Context: an optimization exercise on an open-source flow, tuned for small area. The choices shown serve that exercise and are no tape-out recipe. At most, simulation tests tie the RTL to the original design; equivalence was not proved. The flow treats the clock pin as an ideal source. Dropping or thinning the clock tree relies on that and would not hold on a real chip. No activity file was given, so power comes from the tool's default toggle rates.

## old
==> module uart_tx, before the edit <==
module uart_tx(
    input clock, reset, result, compute,
    input [2:0] imgID,
    input [9:0] accuracy,
    input [8:0] bbx1, bby1, bbx2, bby2,
    output tx, txComplete
);
localparam CONV = 4'd5, DONE = 4'd4, IDLE = 4'd6, START = 4'd7, STOP = 4'd0;
localparam [4:0] R = 27;
localparam [4:0] K_ACC = R+1, K_X1 = R+6, K_Y1 = R+11, K_X2 = R+16, K_Y2 = R+21, K_GO = R+27;
localparam [4:0] C0 = R+28, C1 = R+29, C2 = R+30, C3 = R+31, C4 = R+32,
    C5 = R+33, C6 = R+34, C7 = R+35, C8 = R+36, C9 = R+37, C10 = R+38,
    C11 = R+39, C12 = R+40, C13 = R+41, C14 = R+42, C15 = R+43, C16 = R+44,
    C17 = R+45, C18 = R+46, C19 = R+47, C20 = R+48, C21 = R+49, C22 = R+50,
    C23 = R+51, C24 = R+52, C25 = R+53, C26 = R+54;
reg txo;
reg [4:0] cc;
reg [3:0] sl;
reg [9:0] bc;       
reg [9:0] n;        
reg [3:0] d;        
reg [8:0] w1, w2, w3, w4;
localparam [9:0] BC_FULL = 10'd128, BC_HALF = 10'd224;
wire term = (bc[9:3] == 7'b1011110) & (bc[1:0] == 2'b01);
wire [9:0] bc_next = {bc[8:0], bc[9] ^ bc[6]};
wire isH = (cc == C5) | (cc == C10) | (cc == C14) | (cc == C18) | (cc == C22);
wire isT = (cc == C6) | (cc == C11) | (cc == C15) | (cc == C19) | (cc == C23);
wire isO = (cc == C8) | (cc == C12) | (cc == C16) | (cc == C20) | (cc == C24);
wire [9:0] cst = isH ? 10'd100 : 10'd10;
wire dig = isH | isT;
wire [10:0] diff = {1'b0, n} - {1'b0, cst};
wire ge = ~diff[10];
reg [7:0] msg;
always @* begin
    case (cc)
        C0, C25: msg = 8'h23;
        C1:      msg = {5'b00110, imgID};
        C3:      msg = {7'b0011000, result};
        C7:      msg = 8'h2e;
        C26:     msg = 8'h0a;
        C2, C4, C9, C13, C17, C21: msg = 8'h2d;
        C8, C12, C16, C20, C24: msg = {4'b0011, n[3:0]};
        default: msg = {4'b0011, d};
    endcase
end
wire bitval = sl[3] ? msg[sl[2:0]] : (sl != START);
reg [8:0] wsel;
always @* begin
    case (cc)
        C8:  wsel = w1;
        C12: wsel = w2;
        C16: wsel = w3;
        default: wsel = w4;
    endcase
end
always @(posedge clock) begin
    if (reset) begin
        txo <= 1'b0; cc <= R; sl <= CONV; bc <= BC_HALF;
    end else if (sl == CONV) begin
        if (compute) begin
            cc <= cc + 5'd1;
            if (cc == K_ACC) n  <= accuracy;
            if (cc == K_X1)  w1 <= bbx1;
            if (cc == K_Y1)  w2 <= bby1;
            if (cc == K_X2)  w3 <= bbx2;
            if (cc == K_Y2)  w4 <= bby2;
            if (cc == K_GO)  sl <= IDLE;
        end
    end else if (sl != DONE) begin
        if (term) begin
            if (sl == STOP) begin
                sl <= IDLE; cc <= cc + 5'd1; bc <= BC_HALF;
            end else begin
                sl <= sl + 4'd1; bc <= BC_FULL;
            end
            if (sl == 4'd15 && cc == C26) sl <= DONE;
        end else begin
            bc <= bc_next;
            txo <= bitval;
        end
        if (sl == STOP) begin
            d <= 4'd0;
            if (isO) n <= {1'b0, wsel};
        end else if (sl == IDLE && dig && ge) begin
            n <= diff[9:0];
            d <= (d == 4'd9) ? 4'd0 : d + 4'd1;
        end
    end
end
assign tx = txo;
assign txComplete = (sl == DONE);
endmodule
Settings: LEC_CHECK=0, CAP_MARGIN=20, CORE_MARGIN=2, CORE_UTILIZATION=68, SLEW_MARGIN=20; clock period 10.0 ns.
standard.sh (not shown) runs the stock make flow with config.mk's settings and CLKGATE_MAP_FILE= SYNTH_SCRIPT=/design/flow/synth_recipe.tcl, a recipe that flattens the netlist after the stock synthesis.
==> flow/flow/run.sh <==
#!/bin/bash
# The standard layout (standard.sh) with these changes:
#  - synthesis maps the logic with an area-oriented ABC script (flow/area.abc),
#  - the port buffers are the smallest buffer, buf_1,
#  - the clock port drives four clkbuf_8 leaf buffers, one per quadrant of
#    the registers (flow/pre_cts.tcl), instead of TritonCTS's tree.
set -e
W=$PWD
export FLOW_DIR_OWN=$W/flow
export AREA_ABC_SCRIPT=$W/flow/area.abc
export BUFFER_PORTS_ARGS="-buffer_cell sky130_fd_sc_hd__buf_1"
export PRE_CTS_TCL=$W/flow/pre_cts.tcl
bash standard.sh SYNTH_SCRIPT=$W/flow/synth.tcl finish > $W/standard.log 2>&1
Other scripts of this flow, unchanged in this note and not shown: flow/flow/area.abc, flow/flow/leafbuf.tcl, flow/flow/pre_cts.tcl, flow/flow/synth.tcl
old ended with every stage complete and zero timing, DRC or antenna violations.
Modified inputs, new compared to old
==> flow/design.v <==
module uart_tx(
    input clock, reset, result, compute,
    input [2:0] imgID,
    input [9:0] accuracy,
    input [8:0] bbx1, bby1, bbx2, bby2,
    output tx, txComplete
);
localparam CONV = 4'd5, DONE = 4'd4, IDLE = 4'd6, START = 4'd7, STOP = 4'd0;
localparam [4:0] R = 30;
localparam [4:0] K_ACC = 28, K_X1 = 13, K_Y1 = 26, K_X2 = 16, K_Y2 = 18, K_GO = 19;
localparam [4:0] C0 = 7, C1 = 15, C2 = 31, C3 = 30, C4 = 28, C5 = 24, C6 = 17, C7 = 3, C8 = 6, C9 = 13, C10 = 27, C11 = 23, C12 = 14, C13 = 29, C14 = 26, C15 = 21, C16 = 10, C17 = 20, C18 = 8, C19 = 16, C20 = 1, C21 = 2, C22 = 4, C23 = 9, C24 = 18, C25 = 5, C26 = 11;
reg txo;
reg [4:0] cc;
reg [3:0] sl;
reg [9:0] bc;       
reg [9:0] n;        
reg [3:0] d;        
reg [8:0] w1, w2, w3, w4;
localparam [9:0] BC_FULL = 10'd128, BC_HALF = 10'd224;
wire term = (bc[9:3] == 7'b1011110) & (bc[1:0] == 2'b01);
wire [9:0] bc_next = {bc[8:0], bc[9] ^ bc[6]};
wire isH = (cc == C5) | (cc == C10) | (cc == C14) | (cc == C18) | (cc == C22);
wire isT = (cc == C6) | (cc == C11) | (cc == C15) | (cc == C19) | (cc == C23);
wire isO = (cc == C8) | (cc == C12) | (cc == C16) | (cc == C20) | (cc == C24);
wire [9:0] cst = isH ? 10'd100 : 10'd10;
wire dig = isH | isT;
wire [10:0] diff = {1'b0, n} - {1'b0, cst};
wire ge = ~diff[10];
reg [7:0] msg;
always @* begin
    case (cc)
        C0, C25: msg = 8'h23;
        C1:      msg = {5'b00110, imgID};
        C3:      msg = {7'b0011000, result};
        C7:      msg = 8'h2e;
        C26:     msg = 8'h0a;
        C2, C4, C9, C13, C17, C21: msg = 8'h2d;
        C8, C12, C16, C20, C24: msg = {4'b0011, n[3:0]};
        default: msg = {4'b0011, d};
    endcase
end
wire bitval = sl[3] ? msg[sl[2:0]] : (sl != START);
reg [8:0] wsel;
always @* begin
    case (cc)
        C8:  wsel = w1;
        C12: wsel = w2;
        C16: wsel = w3;
        default: wsel = w4;
    endcase
end
always @(posedge clock) begin
    if (reset) begin
        txo <= 1'b0; cc <= R; sl <= CONV; bc <= BC_HALF;
    end else if (sl == CONV) begin
        if (compute) begin
            cc <= {cc[3:0], cc[4] ^ cc[2]};
            if (cc == K_ACC) n  <= accuracy;
            if (cc == K_X1)  w1 <= bbx1;
            if (cc == K_Y1)  w2 <= bby1;
            if (cc == K_X2)  w3 <= bbx2;
            if (cc == K_Y2)  w4 <= bby2;
            if (cc == K_GO)  sl <= IDLE;
        end
    end else if (sl != DONE) begin
        if (term) begin
            if (sl == STOP) begin
                sl <= IDLE; cc <= {cc[3:0], cc[4] ^ cc[2]}; bc <= BC_HALF;
            end else begin
                sl <= sl + 4'd1; bc <= BC_FULL;
            end
            if (sl == 4'd15 && cc == C26) sl <= DONE;
        end else begin
            bc <= bc_next;
            txo <= bitval;
        end
        if (sl == STOP) begin
            d <= 4'd0;
            if (isO) n <= {1'b0, wsel};
        end else if (sl == IDLE && dig && ge) begin
            n <= diff[9:0];
            d <= (d == 4'd9) ? 4'd0 : d + 4'd1;
        end
    end
end
assign tx = txo;
assign txComplete = (sl == DONE);
endmodule
--- outcome ---
Fraction of the cycle the final worst path needs down 0.92 points in new wrt old. Looking at standard cell core area, new sits 31 sq um below old. Between old and new, worst vdd rail ir drop is higher for new, old comes in under that. new against old; final design area excluding fillers is down slightly. new closes out successfully: all stages finished, all timing, DRC and antenna checks passed. Portion of total power attributed to the clock network, old and new, lower one = new. In the reports for old and new, the larger area used by multi-input combinational logic belongs to old. Taking old as the reference, in new gate count after technology mapping now smaller, critical path depth now smaller. old → new: share of cells above drive strength 1 now sits at about the same level, utilization now sits lower.
No run of this note included a check of the RTL's function; only the layout flow was run. No run of this note takes its clock network from TritonCTS; it comes from the design's own scripts or RTL.

---

== pine ==
Another version of the RTL of uart_tx (not shown whole).
For scale: roughly 70 flip-flops, ~55 I/O pins, about 3300 sq um of cells after synthesis.
==> module uart_tx, before the edit <==
module uart_tx(
    input clock, reset, result, compute,
    input [2:0] imgID,
    input [9:0] accuracy,
    input [8:0] bbx1, bby1, bbx2, bby2,
    output tx, txComplete
);
localparam CONV = 4'd5, DONE = 4'd4, IDLE = 4'd6, START = 4'd7, STOP = 4'd0;
localparam [4:0] R = 30;
localparam [4:0] K_ACC = 28, K_X1 = 13, K_Y1 = 26, K_X2 = 16, K_Y2 = 18, K_GO = 19;
localparam [4:0] C0 = 7, C1 = 15, C2 = 31, C3 = 30, C4 = 28, C5 = 24, C6 = 17,
    C7 = 3, C8 = 6, C9 = 13, C10 = 27, C11 = 23, C12 = 14, C13 = 29,
    C14 = 26, C15 = 21, C16 = 10, C17 = 20, C18 = 8, C19 = 16, C20 = 1,
    C21 = 2, C22 = 4, C23 = 9, C24 = 18, C25 = 5, C26 = 11;
reg txo;
reg [4:0] cc;
reg [3:0] sl;
reg [9:0] bc;       
reg [9:0] n;        
reg [3:0] d;        
reg [8:0] w1, w2, w3, w4;
localparam [9:0] BC_FULL = 10'd128, BC_HALF = 10'd224;
wire term = (bc[9:3] == 7'b1011110) & (bc[1:0] == 2'b01);
wire [9:0] bc_next = {bc[8:0], bc[9] ^ bc[6]};
wire isH = (cc == C5) | (cc == C10) | (cc == C14) | (cc == C18) | (cc == C22);
wire isT = (cc == C6) | (cc == C11) | (cc == C15) | (cc == C19) | (cc == C23);
wire isO = (cc == C8) | (cc == C12) | (cc == C16) | (cc == C20) | (cc == C24);
wire [9:0] cst = isH ? 10'd100 : 10'd10;
wire dig = isH | isT;
wire [10:0] diff = {1'b0, n} - {1'b0, cst};
wire ge = ~diff[10];
reg [7:0] msg;
always @* begin
    case (cc)
        C0, C25: msg = 8'h23;
        C1:      msg = {5'b00110, imgID};
        C3:      msg = {7'b0011000, result};
        C7:      msg = 8'h2e;
        C26:     msg = 8'h0a;
        C2, C4, C9, C13, C17, C21: msg = 8'h2d;
        C8, C12, C16, C20, C24: msg = {4'b0011, n[3:0]};
        default: msg = {4'b0011, d};
    endcase
end
wire bitval = sl[3] ? msg[sl[2:0]] : (sl != START);
reg [8:0] wsel;
always @* begin
    case (cc)
        C8:  wsel = w1;
        C12: wsel = w2;
        C16: wsel = w3;
        default: wsel = w4;
    endcase
end
always @(posedge clock) begin
    if (reset) begin
        txo <= 1'b0; cc <= R; sl <= CONV; bc <= BC_HALF;
    end else if (sl == CONV) begin
        if (compute) begin
            cc <= {cc[3:0], cc[4] ^ cc[2]};
            if (cc == K_ACC) n  <= accuracy;
            if (cc == K_X1)  w1 <= bbx1;
            if (cc == K_Y1)  w2 <= bby1;
            if (cc == K_X2)  w3 <= bbx2;
            if (cc == K_Y2)  w4 <= bby2;
            if (cc == K_GO)  sl <= IDLE;
        end
    end else if (sl != DONE) begin
        if (term) begin
            if (sl == STOP) begin
                sl <= IDLE; cc <= {cc[3:0], cc[4] ^ cc[2]}; bc <= BC_HALF;
            end else begin
                sl <= sl + 4'd1; bc <= BC_FULL;
            end
            if (sl == 4'd15 && cc == C26) sl <= DONE;
        end else begin
            bc <= bc_next;
            txo <= bitval;
        end
        if (sl == STOP) begin
            d <= 4'd0;
            if (isO) n <= {1'b0, wsel};
        end else if (sl == IDLE && dig && ge) begin
            n <= diff[9:0];
            d <= (d == 4'd9) ? 4'd0 : d + 4'd1;
        end
    end
end
assign tx = txo;
assign txComplete = (sl == DONE);
endmodule
export LEC_CHECK = 0
export CAP_MARGIN = 20
export CORE_MARGIN = 2
export CORE_UTILIZATION = 80
export SLEW_MARGIN = 20
create_clock -name core_clock -period 10.0 [get_ports {clock}]
==> flow/flow/run.sh <==
#!/bin/bash
# The standard layout (standard.sh) with these changes:
#  - synthesis maps the logic with an area-oriented ABC script (flow/area.abc,
#    which runs &deepsyn for up to 120 s),
#  - the port buffers are the smallest buffer, buf_1,
#  - the clock port drives four clkbuf_8 leaf buffers, one per quadrant of
#    the registers (flow/pre_cts.tcl), instead of TritonCTS's tree.
set -e
W=$PWD
export FLOW_DIR_OWN=$W/flow
export AREA_ABC_SCRIPT=$W/flow/area.abc
export BUFFER_PORTS_ARGS="-buffer_cell sky130_fd_sc_hd__buf_1"
export PRE_CTS_TCL=$W/flow/pre_cts.tcl
bash standard.sh SYNTH_SCRIPT=$W/flow/synth.tcl finish > $W/standard.log 2>&1
Other scripts of this flow, unchanged in this note and not shown: flow/flow/area.abc, flow/flow/leafbuf.tcl, flow/flow/pre_cts.tcl, flow/flow/synth.tcl
Here is what was changed in the inputs of maple compared with pine.
==> flow/design.v <==
module uart_tx(
    input clock, reset, result, compute,
    input [2:0] imgID,
    input [9:0] accuracy,
    input [8:0] bbx1, bby1, bbx2, bby2,
    output tx, txComplete
);
localparam [3:0] CONV = 4'd5, IDLE = 4'd11, START = 4'd6, D0 = 4'd12, D1 = 4'd9, D2 = 4'd2, D3 = 4'd4,
    D4 = 4'd8, D5 = 4'd1, D6 = 4'd3, D7 = 4'd7, STOP = 4'd15, DONE = 4'd14;
localparam [4:0] R = 5;
localparam [4:0] K_ACC = 10, K_X1 = 29, K_Y1 = 17, K_X2 = 30, K_Y2 = 13, K_GO = 8;
localparam [4:0] C0 = 16, C1 = 1, C2 = 2, C3 = 5, C4 = 10, C5 = 21, C6 = 11,
    C7 = 23, C8 = 14, C9 = 29, C10 = 27, C11 = 22, C12 = 12, C13 = 24,
    C14 = 17, C15 = 3, C16 = 7, C17 = 15, C18 = 31, C19 = 30, C20 = 28,
    C21 = 25, C22 = 19, C23 = 6, C24 = 13, C25 = 26, C26 = 20;
reg txo;
reg [4:0] cc;
reg [3:0] sl;
reg [9:0] bc;       
reg [9:0] n;        
reg [3:0] d;        
reg [8:0] w1, w2, w3, w4;
localparam [9:0] BC_FULL = 10'd1, BC_HALF = 10'd99;
wire term = ({bc[9], bc[7], bc[5], bc[4], bc[3], bc[2], bc[1], bc[0]} == 8'b00000000);
wire [9:0] bc_next = {bc[8:0], bc[9] ^ bc[2]};
wire isH = (cc == C5) | (cc == C10) | (cc == C14) | (cc == C18) | (cc == C22);
wire isT = (cc == C6) | (cc == C11) | (cc == C15) | (cc == C19) | (cc == C23);
wire isO = (cc == C8) | (cc == C12) | (cc == C16) | (cc == C20) | (cc == C24);
wire [9:0] cst = isH ? 10'd100 : 10'd10;
wire dig = isH | isT;
wire [10:0] diff = {1'b0, n} - {1'b0, cst};
wire ge = ~diff[10];
reg [7:0] msg;
always @* begin
    case (cc)
        C0, C25: msg = 8'h23;
        C1:      msg = {5'b00110, imgID};
        C3:      msg = {7'b0011000, result};
        C7:      msg = 8'h2e;
        C26:     msg = 8'h0a;
        C2, C4, C9, C13, C17, C21: msg = 8'h2d;
        C8, C12, C16, C20, C24: msg = {4'b0011, n[3:0]};
        default: msg = {4'b0011, d};
    endcase
end
reg bitval;
always @* begin
    case (sl)
        D0: bitval = msg[0];
        D1: bitval = msg[1];
        D2: bitval = msg[2];
        D3: bitval = msg[3];
        D4: bitval = msg[4];
        D5: bitval = msg[5];
        D6: bitval = msg[6];
        D7: bitval = msg[7];
        START: bitval = 1'b0;
        default: bitval = 1'b1;
    endcase
end
reg [8:0] wsel;
always @* begin
    case (cc)
        C8:  wsel = w1;
        C12: wsel = w2;
        C16: wsel = w3;
        default: wsel = w4;
    endcase
end
always @(posedge clock) begin
    if (reset) begin
        txo <= 1'b0; cc <= R; sl <= CONV; bc <= BC_HALF;
    end else if (sl == CONV) begin
        if (compute) begin
            cc <= {cc[3:0], cc[4] ^ cc[1]};
            if (cc == K_ACC) n  <= accuracy;
            if (cc == K_X1)  w1 <= bbx1;
            if (cc == K_Y1)  w2 <= bby1;
            if (cc == K_X2)  w3 <= bbx2;
            if (cc == K_Y2)  w4 <= bby2;
            if (cc == K_GO)  sl <= IDLE;
        end
    end else if (sl != DONE) begin
        if (term) begin
            if (sl == STOP) begin
                sl <= IDLE; cc <= {cc[3:0], cc[4] ^ cc[1]}; bc <= BC_HALF;
            end else begin
                sl <= {sl[2:0], sl[3] ^ sl[0]}; bc <= BC_FULL;
            end
            if (sl == D7 && cc == C26) sl <= DONE;
        end else begin
            bc <= bc_next;
            txo <= bitval;
        end
        if (sl == STOP) begin
            d <= 4'd0;
            if (isO) n <= {1'b0, wsel};
        end else if (sl == IDLE && dig && ge) begin
            n <= diff[9:0];
            d <= (d == 4'd9) ? 4'd0 : d + 4'd1;
        end
    end
end
assign tx = txo;
assign txComplete = (sl == DONE);
endmodule
Results
- Diff pine -> maple | via count of the first global-routing pass | up slightly
- pine → maple: final worst setup slack dropped 0.82 ns; area growth from synthesis to final layout dropped 0.26 points; final setup skew climbed 0.0049 ns; area of all placed cells without fillers dropped 100 sq um; die area dropped 110 sq um.
- Going from pine to maple, total chip power now larger; detailed-route wire length comparable; first-pass GRT wire length now larger.
- Cmp pine and maple / final clock period utilization by the worst path / lower: pine
- maple ends up with a total length of routed met2 wires that is 150 um higher than in pine.
- maple vs. pine: wire length on met3 went up by 11 um.
- Going from pine to maple, maximum frequency decreased 41 MHz; critical path depth increased 12.
No run of this note takes its clock network from TritonCTS; it comes from the design's own scripts or RTL.

-- port drivers added, routing unchanged --
In the flow no input, the clock included, has a driving cell. The finished layouts below were timed again as built, in two steps. Step 1 (the two cells are an assumption about what drives the block):
set clk [get_ports {clock}]
set_driving_cell -lib_cell sky130_fd_sc_hd__clkbuf_16 $clk
set_driving_cell -lib_cell sky130_fd_sc_hd__buf_2 [delete_from_list [all_inputs] $clk]
Step 2 times the ports against the registers' clock, not the clock port: input delays grow and output delays shrink by t, the midpoint of the rising clock arrivals with the driver on. Slacks: ideal / step 1 / step 2; pairs: ideal / step 1.
run | t, ns | setup slack, ns | clock arrival spread, ns | slew at the worst register clock pin (ns)
old | 0.215 | 6.135 / 6.135 / 6.117 | 0.020 / 0.019 | 0.11 / 0.11
new | 0.217 | 6.227 / 6.227 / 6.227 | 0.017 / 0.017 | 0.11 / 0.11
pine | 0.217 | 5.894 / 5.924 / 5.707 | 0.019 / 0.018 | 0.11 / 0.11
maple | 0.221 | 5.074 / 5.074 / 5.074 | 0.024 / 0.024 | 0.12 / 0.12
After both steps setup and hold are still met in every run listed. For pine, which loses most, drivers alone change the setup slack by +0.030 ns; drivers and shift together by -0.187 ns.
